This design comes from an exercise in tuning for small area and a short achievable clock period on the open sky130 flow, not from production work.
Where RTL was checked, it was by simulation tests only, not by an equivalence proof against the original.
Power and IR drop assume default switching activity.

==> module TMDS_Encoder, before the edit <==
module TMDS_Encoder #(
    parameter SYNC = 0               
) (
    input  wire       PixelClk,
    output reg  [9:0] pDataOutRaw,
    input  wire [7:0] pDataOut,
    input  wire       pC0,
    input  wire       pC1,
    input  wire       pVde,          
    input  wire       pVde_1,        
    input  wire       pVde_2         
);
wire [7:0] d = pDataOut;
wire a1 = d[1] | d[2] | d[3];
wire a2 = (d[1] & d[2]) | (d[1] & d[3]) | (d[2] & d[3]);
wire a3 = d[1] & d[2] & d[3];
wire b1 = d[4] | d[5] | d[6] | d[7];
wire b2 = ((d[4] | d[5]) & (d[6] | d[7])) | (d[4] & d[5]) | (d[6] & d[7]);
wire b3 = ((d[4] & d[5]) & (d[6] | d[7])) | ((d[6] & d[7]) & (d[4] | d[5]));
wire b4 = d[4] & d[5] & d[6] & d[7];
wire sel = b4 | (a1 & b3) | (a2 & b2) | (a3 & b1);
wire x12 = d[1] ^ d[2];
wire x34 = d[3] ^ d[4];
wire x56 = d[5] ^ d[6];
wire p2  = d[0] ^ x12;
wire p4  = p2 ^ x34;
wire p6  = p2 ^ (x34 ^ x56);
reg [3:0] pe_1;      
reg [3:0] nz_1;      
reg       sel_1;
wire [3:0] nz = ~({d[7], d[5], d[3], d[1]} ^ {4{sel}});
always @(posedge PixelClk) begin
    sel_1     <= sel;
    pe_1[3:2] <= {p6, p4};
    nz_1      <= nz;
    if (SYNC && !pVde) pe_1[1:0] <= {pC1, pC0};
    else               pe_1[1:0] <= {p2, d[0]};
end
wire [3:0] nz2 = nz_1;
wire [3:0] neg = nz2 & pe_1;
wire       m0  = ^nz2;
wire       m1  = (nz2[0] & nz2[1]) ^ (nz2[2] & nz2[3]) ^ ((nz2[0] ^ nz2[1]) & (nz2[2] ^ nz2[3]));
wire       m2  = &nz2;
wire [2:0] n   = neg[0] + neg[1] + neg[2] + neg[3];
wire [2:0] xh  = {1'b0, m2, m1} - n;
wire [3:0] X   = {xh, m0};
wire [7:0] q1;
genvar gk;
generate
    for (gk = 0; gk < 4; gk = gk + 1) begin : qm
        assign q1[2*gk]   = pe_1[gk];
        assign q1[2*gk+1] = ~(pe_1[gk] ^ nz_1[gk]);
    end
endgenerate
reg [7:0] q_2;
reg       sel_2;
reg [3:0] X_2;
always @(posedge PixelClk) begin
    sel_2   <= sel_1;
    X_2     <= X;
    q_2[0]  <= q1[0];
    q_2[7:2] <= q1[7:2];
    if (SYNC && !pVde_1) q_2[1] <= pe_1[1];    
    else                 q_2[1] <= q1[1];
end
reg  [3:0] c_3;
wire       q8  = ~sel_2;
wire       z   = (c_3 == 4'd0) || (X_2 == 4'd0);
wire       inv = z ? sel_2 : (c_3[3] ^ X_2[3]);
wire [3:0] s1  = c_3 + X_2 + {3'b000, q8};
wire [3:0] s0  = c_3 + ~X_2 + {3'b000, q8};
wire [9:0] tok  = {~(q_2[1] ^ q_2[0]), ~q_2[0], {8'b01010100 ^ {8{q_2[0]}}}};
wire [9:0] tok0 = 10'b1101010100;
always @(posedge PixelClk) begin
    c_3 <= pVde_2 ? (inv ? s1 : s0) : 4'd0;
    if (pVde_2)
        pDataOutRaw <= {inv, q8, q_2 ^ {8{inv}}};
    else
        pDataOutRaw <= SYNC ? tok : tok0;
end
endmodule
clock: 4.0 ns
lec_check: 0
cap_margin: 20
core_margin: 2
core_utilization: 60
setup_slack_margin: 2.2
slew_margin: 20
standard.sh (not shown) runs the stock make flow with config.mk's settings and CLKGATE_MAP_FILE= SYNTH_SCRIPT=/design/flow/synth_recipe.tcl, a recipe that flattens the netlist after the stock synthesis.
==> flow/flow/run.sh <==
#!/bin/bash
# Standard layout (the standard.sh) with these ORFS settings on top:
#  ADDER_MAP_FILE= : no adder cells in synthesis, ABC maps the adders as plain gates
#  ABC_AREA=1 with a copy of ORFS's scripts whose abc_area.script is flow/abc.script
#  BUFFER_PORTS_ARGS : the smallest buffer on each port
set -e
SD=$PWD/scripts_abc
rm -rf "$SD"
cp -r "$FLOW_HOME/scripts" "$SD"
cp flow/abc.script "$SD/abc_area.script"
bash standard.sh SCRIPTS_DIR="$SD" ADDER_MAP_FILE= ABC_AREA=1 "BUFFER_PORTS_ARGS=-buffer_cell sky130_fd_sc_hd__buf_1" "CTS_ARGS=-sink_clustering_enable -repair_clock_nets -dont_use_dummy_load" > standard.log 2>&1
==> flow/flow/abc.script <==
strash
&get -n
&st
&syn2
&b -d
&dch -f
&nf
&put
buffer -c
topo
stime -c
upsize -c
dnsize -c
Rerun with:
--- a/flow/design.v
+++ b/flow/design.v
@@ -15,8 +15,10 @@
 wire a2 = (d[1] & d[2]) | (d[1] & d[3]) | (d[2] & d[3]);
 wire a3 = d[1] & d[2] & d[3];
-wire b1 = d[4] | d[5] | d[6] | d[7];
-wire b2 = ((d[4] | d[5]) & (d[6] | d[7])) | (d[4] & d[5]) | (d[6] & d[7]);
-wire b3 = ((d[4] & d[5]) & (d[6] | d[7])) | ((d[6] & d[7]) & (d[4] | d[5]));
-wire b4 = d[4] & d[5] & d[6] & d[7];
+wire e1 = d[4] | d[5], e2 = d[4] & d[5];
+wire f1 = d[6] | d[7], f2 = d[6] & d[7];
+wire b1 = e1 | f1;
+wire b2 = e2 | f2 | (e1 & f1);
+wire b3 = (e2 & f1) | (f2 & e1);
+wire b4 = e2 & f2;
 wire sel = b4 | (a1 & b3) | (a2 & b2) | (a3 & b1);
 wire x12 = d[1] ^ d[2];
The changed run finished clean; critical path depth is unchanged; die area is about the same; non-clock buffer count falls by 1; first-iteration DRC count climbs by well over a third; power came out lower slightly.

* * *

rgb2dvi, a different RTL version from the one above (not shown whole).
Size: ~540 cells after synthesis, roughly 110 flip-flops, roughly 58 I/O pins, about 4300 um^2 of cells after synthesis.
==> module TMDS_Encoder, before the edit <==
module TMDS_Encoder #(
    parameter SYNC = 0               
) (
    input  wire       PixelClk,
    output reg  [9:0] pDataOutRaw,
    input  wire [7:0] pDataOut,
    input  wire       pC0,
    input  wire       pC1,
    input  wire       pVde,          
    input  wire       pVde_1,        
    input  wire       pVde_2         
);
wire [7:0] d = pDataOut;
wire a1 = d[1] | d[2] | d[3];
wire a2 = (d[1] & d[2]) | (d[1] & d[3]) | (d[2] & d[3]);
wire a3 = d[1] & d[2] & d[3];
wire b1 = d[4] | d[5] | d[6] | d[7];
wire b2 = ((d[4] | d[5]) & (d[6] | d[7])) | (d[4] & d[5]) | (d[6] & d[7]);
wire b3 = ((d[4] & d[5]) & (d[6] | d[7])) | ((d[6] & d[7]) & (d[4] | d[5]));
wire b4 = d[4] & d[5] & d[6] & d[7];
wire sel = b4 | (a1 & b3) | (a2 & b2) | (a3 & b1);
wire x12 = d[1] ^ d[2];
wire x34 = d[3] ^ d[4];
wire x56 = d[5] ^ d[6];
wire p2  = d[0] ^ x12;
wire p4  = p2 ^ x34;
wire p6  = p2 ^ (x34 ^ x56);
reg [3:0] pe_1;      
reg [3:0] do_1;      
reg       sel_1;
always @(posedge PixelClk) begin
    sel_1     <= sel;
    pe_1[3:1] <= {p6, p4, p2};
    do_1[3:1] <= {d[7], d[5], d[3]};
    if (SYNC && !pVde) {do_1[0], pe_1[0]} <= {pC1, pC0};
    else               {do_1[0], pe_1[0]} <= {d[1], d[0]};
end
wire [3:0] nz  = ~(do_1 ^ {4{sel_1}});      
wire [3:0] neg = nz & pe_1;
wire       m0  = ^nz;
wire       m1  = (nz[0] & nz[1]) ^ (nz[2] & nz[3]) ^ ((nz[0] ^ nz[1]) & (nz[2] ^ nz[3]));
wire       m2  = &nz;
wire [2:0] n   = neg[0] + neg[1] + neg[2] + neg[3];
wire [2:0] xh  = {1'b0, m2, m1} - n;
wire [3:0] X   = {xh, m0};
wire [7:0] q1;
genvar gk;
generate
    for (gk = 0; gk < 4; gk = gk + 1) begin : qm
        assign q1[2*gk]   = pe_1[gk];
        assign q1[2*gk+1] = pe_1[gk] ^ do_1[gk] ^ sel_1;
    end
endgenerate
reg [7:0] q_2;
reg       sel_2;
reg [3:0] X_2;
always @(posedge PixelClk) begin
    sel_2   <= sel_1;
    X_2     <= X;
    q_2[0]  <= q1[0];
    q_2[7:2] <= q1[7:2];
    if (SYNC && !pVde_1) q_2[1] <= do_1[0];    
    else                 q_2[1] <= q1[1];
end
reg  [3:0] c_3;
wire       q8  = ~sel_2;
wire       z   = (c_3 == 4'd0) || (X_2 == 4'd0);
wire       inv = z ? sel_2 : (c_3[3] ^ X_2[3]);
wire [3:0] s1  = c_3 + X_2 + {3'b000, q8};
wire [3:0] s0  = c_3 + ~X_2 + {3'b000, q8};
wire [9:0] tok  = {~(q_2[1] ^ q_2[0]), ~q_2[0], {8'b01010100 ^ {8{q_2[0]}}}};
wire [9:0] tok0 = 10'b1101010100;
always @(posedge PixelClk) begin
    c_3 <= pVde_2 ? (inv ? s1 : s0) : 4'd0;
    if (pVde_2)
        pDataOutRaw <= {inv, q8, q_2 ^ {8{inv}}};
    else
        pDataOutRaw <= SYNC ? tok : tok0;
end
endmodule
Settings: LEC_CHECK=0, CAP_MARGIN=20, CORE_MARGIN=2, CORE_UTILIZATION=60, SLEW_MARGIN=20; clock period 4.0 ns.
==> flow/flow/run.sh <==
#!/bin/bash
# Standard layout (the standard.sh) with these ORFS settings on top:
#  ADDER_MAP_FILE= : no adder cells in synthesis, ABC maps the adders as plain gates
#  ABC_AREA=1 with a copy of ORFS's scripts whose abc_area.script is flow/abc.script
#  BUFFER_PORTS_ARGS : the smallest buffer on each port
set -e
SD=$PWD/scripts_abc
rm -rf "$SD"
cp -r "$FLOW_HOME/scripts" "$SD"
cp flow/abc.script "$SD/abc_area.script"
bash standard.sh SCRIPTS_DIR="$SD" ADDER_MAP_FILE= ABC_AREA=1 "BUFFER_PORTS_ARGS=-buffer_cell sky130_fd_sc_hd__buf_1" > standard.log 2>&1
==> flow/flow/abc.script <==
strash
dc2
dch -f
amap
Change:
--- a/flow/design.v
+++ b/flow/design.v
@@ -27,18 +27,19 @@
 wire p6  = p2 ^ (x34 ^ x56);
 reg [3:0] pe_1;      
-reg [3:0] do_1;      
+reg [3:0] nz_1;      
 reg       sel_1;
+wire [3:0] nz = ~({d[7], d[5], d[3], d[1]} ^ {4{sel}});
 always @(posedge PixelClk) begin
     sel_1     <= sel;
     pe_1[3:1] <= {p6, p4, p2};
-    do_1[3:1] <= {d[7], d[5], d[3]};
-    if (SYNC && !pVde) {do_1[0], pe_1[0]} <= {pC1, pC0};
-    else               {do_1[0], pe_1[0]} <= {d[1], d[0]};
+    nz_1[3:1] <= nz[3:1];
+    if (SYNC && !pVde) {nz_1[0], pe_1[0]} <= {pC1, pC0};
+    else               {nz_1[0], pe_1[0]} <= {nz[0], d[0]};
 end
-wire [3:0] nz  = ~(do_1 ^ {4{sel_1}});      
-wire [3:0] neg = nz & pe_1;
-wire       m0  = ^nz;
-wire       m1  = (nz[0] & nz[1]) ^ (nz[2] & nz[3]) ^ ((nz[0] ^ nz[1]) & (nz[2] ^ nz[3]));
-wire       m2  = &nz;
+wire [3:0] nz2 = nz_1;
+wire [3:0] neg = nz2 & pe_1;
+wire       m0  = ^nz2;
+wire       m1  = (nz2[0] & nz2[1]) ^ (nz2[2] & nz2[3]) ^ ((nz2[0] ^ nz2[1]) & (nz2[2] ^ nz2[3]));
+wire       m2  = &nz2;
 wire [2:0] n   = neg[0] + neg[1] + neg[2] + neg[3];
 wire [2:0] xh  = {1'b0, m2, m1} - n;
@@ -49,5 +50,5 @@
     for (gk = 0; gk < 4; gk = gk + 1) begin : qm
         assign q1[2*gk]   = pe_1[gk];
-        assign q1[2*gk+1] = pe_1[gk] ^ do_1[gk] ^ sel_1;
+        assign q1[2*gk+1] = ~(pe_1[gk] ^ nz_1[gk]);
     end
 endgenerate
@@ -60,5 +61,5 @@
     q_2[0]  <= q1[0];
     q_2[7:2] <= q1[7:2];
-    if (SYNC && !pVde_1) q_2[1] <= do_1[0];    
+    if (SYNC && !pVde_1) q_2[1] <= nz_1[0];    
     else                 q_2[1] <= q1[1];
 end
=> Power fell by 4.3%. Design area is lower by 0.33%. Register-to-register slack gets better by 0.17 ns. Fmax goes up by 6.0%. Count of clock-buffer cells in the layout grows by 5. Worst hold slack degrades by 0.039 ns.
For the first run of this note, only the layout was checked, not whether the RTL still works.

==> port drivers added, routing unchanged <==
In the flow no input, the clock included, has a driving cell. The finished layouts below were timed again as built, in two steps.
Step 1: set_driving_cell puts a clkbuf_16 on PixelClk and a buf_2 on each other input, an assumption about the parent block.
Step 2 also shifts input and output timing later by t, the mid clock arrival at the registers, as if the neighbouring blocks saw the same clock.
a / b / c = ideal ports / drivers / drivers and shift; a / b = the first two.
run	shift t [ns]	slack for setup (ns)	slew at the worst register clock pin (ns)
the first run of note 1	0.384	2.289 / 2.301 / 1.918	0.11 / 0.11
the second run of note 1	0.374	2.271 / 2.279 / 1.908	0.10 / 0.10
the first run of note 2	0.397	1.533 / 1.533 / 1.533	0.10 / 0.10
the second run of note 2	0.386	1.673 / 1.683 / 1.298	0.09 / 0.09
After both steps setup and hold are still met in every run listed. For the second run of note 2, which loses most, drivers alone change the setup slack by +0.010 ns; drivers and shift together by -0.375 ns.
